Context: an optimization exercise on an open-source flow, tuned for small area. The choices shown serve that exercise and are no tape-out recipe. Where RTL was checked, it was by simulation tests only, not by an equivalence proof against the original. Power figures rest on the tool's default switching activity, not on a simulated workload.

==> trial 33: inputs <==
Design car_ctrl, start of the top module:
module car_ctrl #(
    parameter [8:0] E_PWR  = 9'd33,   M_PWR  = 9'd511,    
    parameter [9:0] E_MAL  = 10'd274, M_MAL  = 10'd755,   
    parameter [9:0] E_MAB  = 10'd916, M_MAB  = 10'd511,   
    parameter [9:0] E_TRG  = 10'd761, M_TRG  = 10'd143,   
    parameter [9:0] E_MEND = 10'd386, M_MEND = 10'd135,   
    parameter [9:0] E_TL   = 10'd549, M_TL   = 10'd487,   
    parameter [9:0] E_TB   = 10'd808, M_TB   = 10'd895,   
    parameter [9:0] E_BK   = 10'd743, M_BK   = 10'd1019,  
    parameter [9:0] E_FW   = 10'd294, M_FW   = 10'd695,   
    parameter [9:0] E_RC   = 10'd356, M_RC   = 10'd1023,  
    parameter [9:0] M_RCNZ = 10'd511,                     
    parameter [6:0] E_LED  = 7'd108,  M_LED  = 7'd119,    
    parameter [5:0] E_MF   = 6'd8,    M_MF   = 6'd29,     
    parameter [6:0] E_MB   = 7'd9,    M_MB   = 7'd111     
    ) (
    input clk,
    input rst,
    input power,
    input [1:0] mode_selection,
    input man_reverse,
    input man_brake,
    input man_clutch,
    input up,
    input right,
    input left,
    input down,
    input middle,
    input middle_click_reverse,
    input [3:0] detector,  
    output left_light,
    output right_light,
    output [3:0] move_signal,  
    output place_barrier,
    output destroy_barrier,
    output [7:0] seg_en,
    output [7:0] seg_out0,
    output [7:0] seg_out1
    );
make LEC_CHECK=0 CAP_MARGIN=20 CORE_MARGIN=2 CORE_UTILIZATION=40 CTS_BUF_LIST=sky130_fd_sc_hd__clkbuf_8 CTS_CLUSTER_DIAMETER=60 CTS_CLUSTER_SIZE=20 SLEW_MARGIN=20 finish   # period 10.0 ns
run.sh (not shown) runs the stock make flow with config.mk's settings and CLKGATE_MAP_FILE= SYNTH_SCRIPT=/design/flow/synth_recipe.tcl, a recipe that flattens the netlist after the stock synthesis.
==> inputs of build 39, as changes to trial 33 <==
--- a/flow/design.v
+++ b/flow/design.v
@@ -9,11 +9,10 @@
     parameter [9:0] E_TB   = 10'd808, M_TB   = 10'd895,   
     parameter [9:0] E_BK   = 10'd743, M_BK   = 10'd1019,  
     parameter [9:0] E_FW   = 10'd294, M_FW   = 10'd695,   
     parameter [9:0] E_RC   = 10'd356, M_RC   = 10'd1023,  
     parameter [9:0] M_RCNZ = 10'd511,                     
-    parameter [6:0] E_LED  = 7'd108,  M_LED  = 7'd119,    
     parameter [5:0] E_MF   = 6'd8,    M_MF   = 6'd29,     
     parameter [6:0] E_MB   = 7'd9,    M_MB   = 7'd111     
     ) (
     input clk,
     input rst,
@@ -297,22 +296,28 @@
     wire turn_left     = mode_semi ? t_tl : mode_auto ? a_tl : (mode_manual & man_tl);
     wire turn_right    = mode_semi ? t_tr : mode_auto ? a_tr : (mode_manual & man_tr);
     assign move_signal = {move_forward, move_backward, turn_left, turn_right};
     assign place_barrier = mode_auto ? (a_st == A_FW) : (mode_manual & middle & ~middle_click_reverse);
     assign destroy_barrier = mode_manual & middle & middle_click_reverse;
-    reg [6:0] l_cnt;
+    reg [3:0] en;
+    always @(posedge clk) begin
+        if (rst) en <= 4'b0000;
+        else if (en == 4'b0000) en <= 4'b1000;
+        else en <= en >> 1;
+    end
+    reg [3:0] l_q;
     reg l_div, l_left, l_right;
-    wire l_end = ((l_cnt ^ E_LED) & M_LED) == 7'd0;
+    wire l_end = en[0] & (l_q == 4'b1000);    
     wire stay = (m_st == M_ST);
     always @(posedge clk) begin
         if (rst) begin
             l_div <= 1'b0;
-            l_cnt <= 7'd0;
-        end else if (l_end) begin
-            l_div <= ~l_div;
-            l_cnt <= 7'd0;
-        end else l_cnt <= {l_cnt[5:0], ~(l_cnt[6] ^ l_cnt[5])};
+            l_q <= 4'd0;
+        end else begin
+            if (l_end) l_div <= ~l_div;
+            if (en[0]) l_q <= {l_q[2:0], ~(l_q[3] ^ l_q[2])};
+        end
         if (rst) {l_left, l_right} <= 2'b00;
         else if (l_end & ~l_div) begin
             case ({stay, turn_left, turn_right})
                 3'b100, 3'b111: {l_left, l_right} <= 2'b11;
                 3'b110, 3'b010: {l_left, l_right} <= {~l_left, 1'b0};
@@ -357,16 +362,10 @@
             mile[7:4]   <= w1 ? 4'd0 : k1 + {3'd0, carry[0]};
             mile[11:8]  <= w2 ? 4'd0 : k2 + {3'd0, carry[1]};
             mile[15:12] <= w3 ? 4'd0 : k3 + {3'd0, carry[2]};
         end
     end
-    reg [3:0] en;
-    always @(posedge clk) begin
-        if (rst) en <= 4'b0000;
-        else if (en == 4'b0000) en <= 4'b1000;
-        else en <= en >> 1;
-    end
     assign seg_en = {en, p_on ? en : 4'b0000};
     wire [1:0] mode = {p_on & ms0, p_on & ~(ms1 & ms0)};
     reg [7:0] txt1, txt0;
     always @(*) begin
         case (mode)
==> flow/flow/run.sh (new file) <==
#!/bin/bash
# Standard ORFS layout (the standard.sh) with these changes:
#  - synthesis restructures and maps logic with an area-oriented ABC script
#    (flow/abc.script: &deepsyn, then &nf area recovery)
#    and without Yosys's full/half-adder extraction (ADDER_MAP_FILE empty);
#  - port buffers are sky130_fd_sc_hd__buf_1;
#  - clock tree: clkbuf_16 at the leaves (up to 30 flip-flops within 100 um),
#    clkbuf_4 above them, no dummy loads.
# Registers, floorplan, power grid, placement and routing are as in the
# standard flow. Each step's log is under orfs/logs; make's output goes
# to flow_make.log in the work folder.
set -euo pipefail
W=$PWD
rm -rf "$W/scripts_local"
cp -r "$FLOW_HOME/scripts" "$W/scripts_local"
cp "$W/flow/abc.script" "$W/scripts_local/abc_speed.script"
bash "$W/standard.sh" SCRIPTS_DIR="$W/scripts_local" ADDER_MAP_FILE= \
  "BUFFER_PORTS_ARGS=-buffer_cell sky130_fd_sc_hd__buf_1" \
  "CTS_ARGS=-sink_clustering_enable -repair_clock_nets -sink_clustering_size 30 -sink_clustering_max_diameter 100 -buf_list sky130_fd_sc_hd__clkbuf_16 -dont_use_dummy_load -root_buf sky130_fd_sc_hd__clkbuf_4 -tree_buf sky130_fd_sc_hd__clkbuf_4" finish > "$W/flow_make.log" 2>&1
==> flow/flow/abc.script (new file) <==
strash
&get -n
&deepsyn -I 4 -J 50
&put
strash
&get -n
&dch -f
&nf -R 1000
&put
topo
dnsize
==> flow/standard.sh (new file) <==
#!/bin/bash
# synth_recipe.tcl (not shown) runs the flow's synth.tcl, then flattens the netlist and writes it again
# the make line also repeats each setting of config.mk as NAME=value (left out here)
make -C /OpenROAD-flow-scripts/flow DESIGN_CONFIG=/design/flow/config.mk WORK_HOME=/design/flow/orfs CLKGATE_MAP_FILE= SYNTH_SCRIPT=/design/flow/synth_recipe.tcl "${@:-finish}"
==> flow/config.mk (replaced) <==
export PLATFORM = sky130hd
export DESIGN_NAME = car_ctrl
export DESIGN_NICKNAME = car_ctrl
export VERILOG_FILES = /design/flow/design.v
export SDC_FILE = /design/flow/constraint.sdc
export NUM_CORES = 4
export LEC_CHECK = 0
export CAP_MARGIN = 20
export CORE_MARGIN = 2
export CORE_UTILIZATION = 65
export PLACE_DENSITY = 0.75
export SLEW_MARGIN = 20
removed: flow/run.sh
==> inputs of build 81, as changes to trial 33 <==
==> flow/flow/run.sh (new file) <==
#!/bin/bash
# Standard ORFS layout (the standard.sh) with three changes:
#  - synthesis maps logic with an area-oriented ABC script (flow/abc.script)
#    and without Yosys's full/half-adder extraction (ADDER_MAP_FILE empty);
#  - port buffers are sky130_fd_sc_hd__buf_1.
# Registers, floorplan, power grid, placement, CTS and routing are as in
# the standard flow. Each step's log is under orfs/logs; make's output goes
# to flow_make.log in the work folder.
set -euo pipefail
W=$PWD
rm -rf "$W/scripts_local"
cp -r "$FLOW_HOME/scripts" "$W/scripts_local"
cp "$W/flow/abc.script" "$W/scripts_local/abc_speed.script"
bash "$W/standard.sh" SCRIPTS_DIR="$W/scripts_local" ADDER_MAP_FILE= \
  "BUFFER_PORTS_ARGS=-buffer_cell sky130_fd_sc_hd__buf_1" finish > "$W/flow_make.log" 2>&1
==> flow/flow/abc.script (new file) <==
strash
ifraig
scorr
dc2
strash
&get -n
&dch -f
&nf -R 1000
&put
topo
dnsize
==> flow/standard.sh (new file) <==
#!/bin/bash
# synth_recipe.tcl (not shown) runs the flow's synth.tcl, then flattens the netlist and writes it again
# the make line also repeats each setting of config.mk as NAME=value (left out here)
make -C /OpenROAD-flow-scripts/flow DESIGN_CONFIG=/design/flow/config.mk WORK_HOME=/design/flow/orfs CLKGATE_MAP_FILE= SYNTH_SCRIPT=/design/flow/synth_recipe.tcl "${@:-finish}"
--- a/flow/config.mk
+++ b/flow/config.mk
@@ -8,7 +8,7 @@
 export CAP_MARGIN = 20
 export CORE_MARGIN = 2
 export CORE_UTILIZATION = 40
 export CTS_BUF_LIST = sky130_fd_sc_hd__clkbuf_8
 export CTS_CLUSTER_DIAMETER = 60
-export CTS_CLUSTER_SIZE = 20
+export CTS_CLUSTER_SIZE = 16
 export SLEW_MARGIN = 20
removed: flow/run.sh
==> notes.md <==
Between trial 33 and build 81, the lower setup slack is in build 81 (gap 0.39 ns).
Against build 39, the wire length of trial 33 is higher by about 26%.
Sequential share of layout area: trial 33 < build 81 < build 39.
Final area, lowest first: build 39, build 81, trial 33.
Flip-flop and latch count: build 81 is higher than build 39 (3).
Of build 81 and build 39, build 81 has the higher total power (gap about 14%, measured against build 39).
In build 39 the sequential power is lower than in trial 33, by about 2%.
Via count: trial 33 > build 81 > build 39.
For trial 33 and build 81, only the layout was checked, not whether the RTL still works.

---

==> job 6435: inputs <==
RTL: one of the versions met above, not the one the previous note started from.
## car_ctrl
module car_ctrl #(
    parameter [8:0] E_PWR  = 9'd33,   M_PWR  = 9'd511,    
    parameter [9:0] E_MAL  = 10'd274, M_MAL  = 10'd755,   
    parameter [9:0] E_MAB  = 10'd916, M_MAB  = 10'd511,   
    parameter [9:0] E_TRG  = 10'd761, M_TRG  = 10'd143,   
    parameter [9:0] E_MEND = 10'd386, M_MEND = 10'd135,   
    parameter [9:0] E_TL   = 10'd549, M_TL   = 10'd487,   
    parameter [9:0] E_TB   = 10'd808, M_TB   = 10'd895,   
    parameter [9:0] E_BK   = 10'd743, M_BK   = 10'd1019,  
    parameter [9:0] E_FW   = 10'd294, M_FW   = 10'd695,   
    parameter [9:0] E_RC   = 10'd356, M_RC   = 10'd1023,  
    parameter [9:0] M_RCNZ = 10'd511,                     
    parameter [5:0] E_MF   = 6'd8,    M_MF   = 6'd29,     
    parameter [6:0] E_MB   = 7'd9,    M_MB   = 7'd111     
    ) (
    input clk,
    input rst,
    input power,
    input [1:0] mode_selection,
    input man_reverse,
    input man_brake,
    input man_clutch,
    input up,
    input right,
    input left,
    input down,
    input middle,
    input middle_click_reverse,
    input [3:0] detector,  
    output left_light,
    output right_light,
    output [3:0] move_signal,  
    output place_barrier,
    output destroy_barrier,
    output [7:0] seg_en,
    output [7:0] seg_out0,
    output [7:0] seg_out1
    );
    wire [3:0] d = detector;
    reg p_on, p_pr;
    reg [8:0] p_cnt;
    wire brk;
    wire p_done = p_pr & (((p_cnt ^ E_PWR) & M_PWR) == 9'd0);
    always @(posedge clk) begin
        if (rst | brk) begin
            p_on <= 1'b0;
            p_pr <= 1'b0;
        end else begin
  ...
export LEC_CHECK = 0
export CAP_MARGIN = 20
export CORE_MARGIN = 2
export CORE_UTILIZATION = 40
export CTS_BUF_LIST = sky130_fd_sc_hd__clkbuf_16
export CTS_CLUSTER_DIAMETER = 100
export CTS_CLUSTER_SIZE = 24
export SLEW_MARGIN = 20
create_clock -name core_clock -period 10.0 [get_ports {clk}]
standard.sh (not shown) runs the stock make flow with config.mk's settings and CLKGATE_MAP_FILE= SYNTH_SCRIPT=/design/flow/synth_recipe.tcl, a recipe that flattens the netlist after the stock synthesis.
==> flow/flow/run.sh <==
#!/bin/bash
# Standard ORFS layout (the standard.sh) with three changes:
#  - synthesis restructures and maps logic with an area-oriented ABC script
#    (flow/abc.script: &deepsyn, then &nf area recovery)
#    and without Yosys's full/half-adder extraction (ADDER_MAP_FILE empty);
#  - port buffers are sky130_fd_sc_hd__buf_1.
# Registers, floorplan, power grid, placement, CTS and routing are as in
# the standard flow. Each step's log is under orfs/logs; make's output goes
# to flow_make.log in the work folder.
set -euo pipefail
W=$PWD
rm -rf "$W/scripts_local"
cp -r "$FLOW_HOME/scripts" "$W/scripts_local"
cp "$W/flow/abc.script" "$W/scripts_local/abc_speed.script"
bash "$W/standard.sh" SCRIPTS_DIR="$W/scripts_local" ADDER_MAP_FILE= \
  "BUFFER_PORTS_ARGS=-buffer_cell sky130_fd_sc_hd__buf_1" finish > "$W/flow_make.log" 2>&1
==> flow/flow/abc.script <==
strash
&get -n
&deepsyn -I 4 -J 50
&put
strash
&get -n
&dch -f
&nf -R 1000
&put
topo
dnsize
==> job 6016: changes against job 6435 <==
--- a/flow/design.v
+++ b/flow/design.v
@@ -8,12 +8,13 @@
     parameter [9:0] E_TL   = 10'd549, M_TL   = 10'd487,   
     parameter [9:0] E_TB   = 10'd808, M_TB   = 10'd895,   
     parameter [9:0] E_BK   = 10'd743, M_BK   = 10'd1019,  
     parameter [9:0] E_FW   = 10'd294, M_FW   = 10'd695,   
     parameter [9:0] E_RC   = 10'd356, M_RC   = 10'd1023,  
     parameter [9:0] M_RCNZ = 10'd511,                     
+    parameter [6:0] E_LED  = 7'd108,  M_LED  = 7'd119,    
     parameter [5:0] E_MF   = 6'd8,    M_MF   = 6'd29,     
     parameter [6:0] E_MB   = 7'd9,    M_MB   = 7'd111     
     ) (
     input clk,
     input rst,
     input power,
@@ -295,30 +296,24 @@
     wire move_backward = mode_auto ? a_bwd : (mode_manual & man_bwd);
     wire turn_left     = mode_semi ? t_tl : mode_auto ? a_tl : (mode_manual & man_tl);
     wire turn_right    = mode_semi ? t_tr : mode_auto ? a_tr : (mode_manual & man_tr);
     assign move_signal = {move_forward, move_backward, turn_left, turn_right};
     assign place_barrier = mode_auto ? (a_st == A_FW) : (mode_manual & middle & ~middle_click_reverse);
     assign destroy_barrier = mode_manual & middle & middle_click_reverse;
-    reg [3:0] en;
-    always @(posedge clk) begin
-        if (rst) en <= 4'b0000;
-        else if (en == 4'b0000) en <= 4'b1000;
-        else en <= en >> 1;
-    end
-    reg [3:0] l_q;
+    reg [6:0] l_cnt;
     reg l_div, l_left, l_right;
-    wire l_end = en[0] & (l_q == 4'b1000);    
+    wire l_end = ((l_cnt ^ E_LED) & M_LED) == 7'd0;
     wire stay = (m_st == M_ST);
     always @(posedge clk) begin
         if (rst) begin
             l_div <= 1'b0;
-            l_q <= 4'd0;
-        end else begin
-            if (l_end) l_div <= ~l_div;
-            if (en[0]) l_q <= {l_q[2:0], ~(l_q[3] ^ l_q[2])};
-        end
+            l_cnt <= 7'd0;
+        end else if (l_end) begin
+            l_div <= ~l_div;
+            l_cnt <= 7'd0;
+        end else l_cnt <= {l_cnt[5:0], ~(l_cnt[6] ^ l_cnt[5])};
         if (rst) {l_left, l_right} <= 2'b00;
         else if (l_end & ~l_div) begin
             case ({stay, turn_left, turn_right})
                 3'b100, 3'b111: {l_left, l_right} <= 2'b11;
                 3'b110, 3'b010: {l_left, l_right} <= {~l_left, 1'b0};
                 3'b101, 3'b001: {l_left, l_right} <= {1'b0, ~l_right};
@@ -361,12 +356,18 @@
             mile[3:0]   <= w0 ? 4'd0 : k0 + {3'd0, m_inc};
             mile[7:4]   <= w1 ? 4'd0 : k1 + {3'd0, carry[0]};
             mile[11:8]  <= w2 ? 4'd0 : k2 + {3'd0, carry[1]};
             mile[15:12] <= w3 ? 4'd0 : k3 + {3'd0, carry[2]};
         end
     end
+    reg [3:0] en;
+    always @(posedge clk) begin
+        if (rst) en <= 4'b0000;
+        else if (en == 4'b0000) en <= 4'b1000;
+        else en <= en >> 1;
+    end
     assign seg_en = {en, p_on ? en : 4'b0000};
     wire [1:0] mode = {p_on & ms0, p_on & ~(ms1 & ms0)};
     reg [7:0] txt1, txt0;
     always @(*) begin
         case (mode)
             2'b00: begin txt1 = 8'b1000_1110; txt0 = 8'b1000_1110; end  
==> flow/run.sh (new file) <==
#!/bin/bash
# synth_recipe.tcl (not shown) runs the flow's synth.tcl, then flattens the netlist and writes it again
# the make line also repeats each setting of config.mk as NAME=value (left out here)
make -C /OpenROAD-flow-scripts/flow DESIGN_CONFIG=/design/flow/config.mk WORK_HOME=/design/flow/orfs CLKGATE_MAP_FILE= SYNTH_SCRIPT=/design/flow/synth_recipe.tcl finish
CORE_UTILIZATION = 70   (was 40)
CTS_BUF_LIST = not set   (was sky130_fd_sc_hd__clkbuf_16)
CTS_CLUSTER_DIAMETER = not set   (was 100)
CTS_CLUSTER_SIZE = not set   (was 24)
PLACE_DENSITY = 0.8   (was not set)
removed: flow/flow/run.sh
removed: flow/flow/abc.script
removed: flow/standard.sh
==> notes.md <==
Run status: job 6016 complete, no violations; job 6435 complete, no violations
TritonCTS Buffers: job 6016 23; job 6435 12
Vertical die dimension: job 6016 132 µm; job 6435 156 µm
Total power draw: job 6016 1.75 mW; job 6435 1.40 mW
Global placement routability congestion: job 6016 0.916; job 6435 0.908
Slack of the worst reg-to-reg path: job 6016 5.15 ns; job 6435 5.24 ns
Fraction of the mapped netlist area in compound gates: job 6016 0.154; job 6435 0.214
Worst flop-to-flop path startpoint: job 6016 a_st[1]; job 6435 p_on
Met2 capacity usage during global routing: job 6016 0.512; job 6435 0.296
Area overhead of the layout relative to synthesis: job 6016 11.8%; job 6435 9.93%
Sequential area share after synthesis: job 6016 0.395; job 6435 0.481
Count of mapped cells out of synthesis: job 6016 1301; job 6435 1014
Filler cell count: job 6016 1158; job 6435 2216
Global-route wire length before repair: job 6016 43.4 mm; job 6435 35.1 mm
Number of non-clock buffers in the layout: job 6016 58; job 6435 54
Overall track demand over capacity in global routing: job 6016 0.298; job 6435 0.174
Share of cell area taken by multi-input logic gates: job 6016 0.501; job 6435 0.453
Switching power summed over all nets: job 6016 360 µW; job 6435 295 µW
Slowest cell on the critical path: job 6016 clkdlybuf4s50_1; job 6435 a221o_1
Estimated wirelength of the detail-placed design: job 6016 17.9 mm; job 6435 14.7 mm
Multiplexer share of the synthesized area: job 6016 0.0489; job 6435 0.00447
Part of the power in the clock network: job 6016 0.486; job 6435 0.375
Share of cells above drive strength 1: job 6016 0.0654; job 6435 0.0222
Hold Startpoint: job 6016 rc[1]; job 6435 p_cnt[1]
Number of multi-input combinational cells: job 6016 970; job 6435 763
Time the worst path needs with I/O delays and setup: job 6016 6.71 ns; job 6435 6.40 ns
For job 6016, only the layout was checked, not whether the RTL still works.

re-timing with driven ports:
In the flow no input, the clock included, has a driving cell. The finished layouts below were timed again as built, in two steps.
Step 1 sets driving cells, clkbuf_16 on the clock port and buf_2 on the other inputs (assumed; they add their load-dependent delay and slew).
Step 2, shift: input delay + t, output delay - t, t = (earliest + latest rising clock arrival at the registers) / 2. This alone moves slack from input paths to output paths.
Slacks: ideal ports / drivers / drivers and shift; pairs: ideal ports / drivers.
run | t, ns | slack for setup (ns) | clock arrival spread, ns | worst register clock-pin slew, ns
trial 33 | 0.586 | 3.292 / 3.259 / 3.259 | 0.045 / 0.044 | 0.12 / 0.12
build 39 | 0.584 | 3.609 / 3.584 / 3.485 | 0.054 / 0.055 | 0.11 / 0.11
build 81 | 0.557 | 2.904 / 2.921 / 2.363 | 0.017 / 0.017 | 0.10 / 0.10
job 6435 | 0.508 | 3.604 / 3.581 / 3.468 | 0.021 / 0.021 | 0.10 / 0.10
job 6016 | 0.550 | 3.288 / 3.255 / 3.255 | 0.015 / 0.015 | 0.06 / 0.06
After both steps setup and hold are still met in every run listed. The setup slack of build 81, which loses most, moves by +0.017 ns with the drivers and by -0.541 ns with both steps.
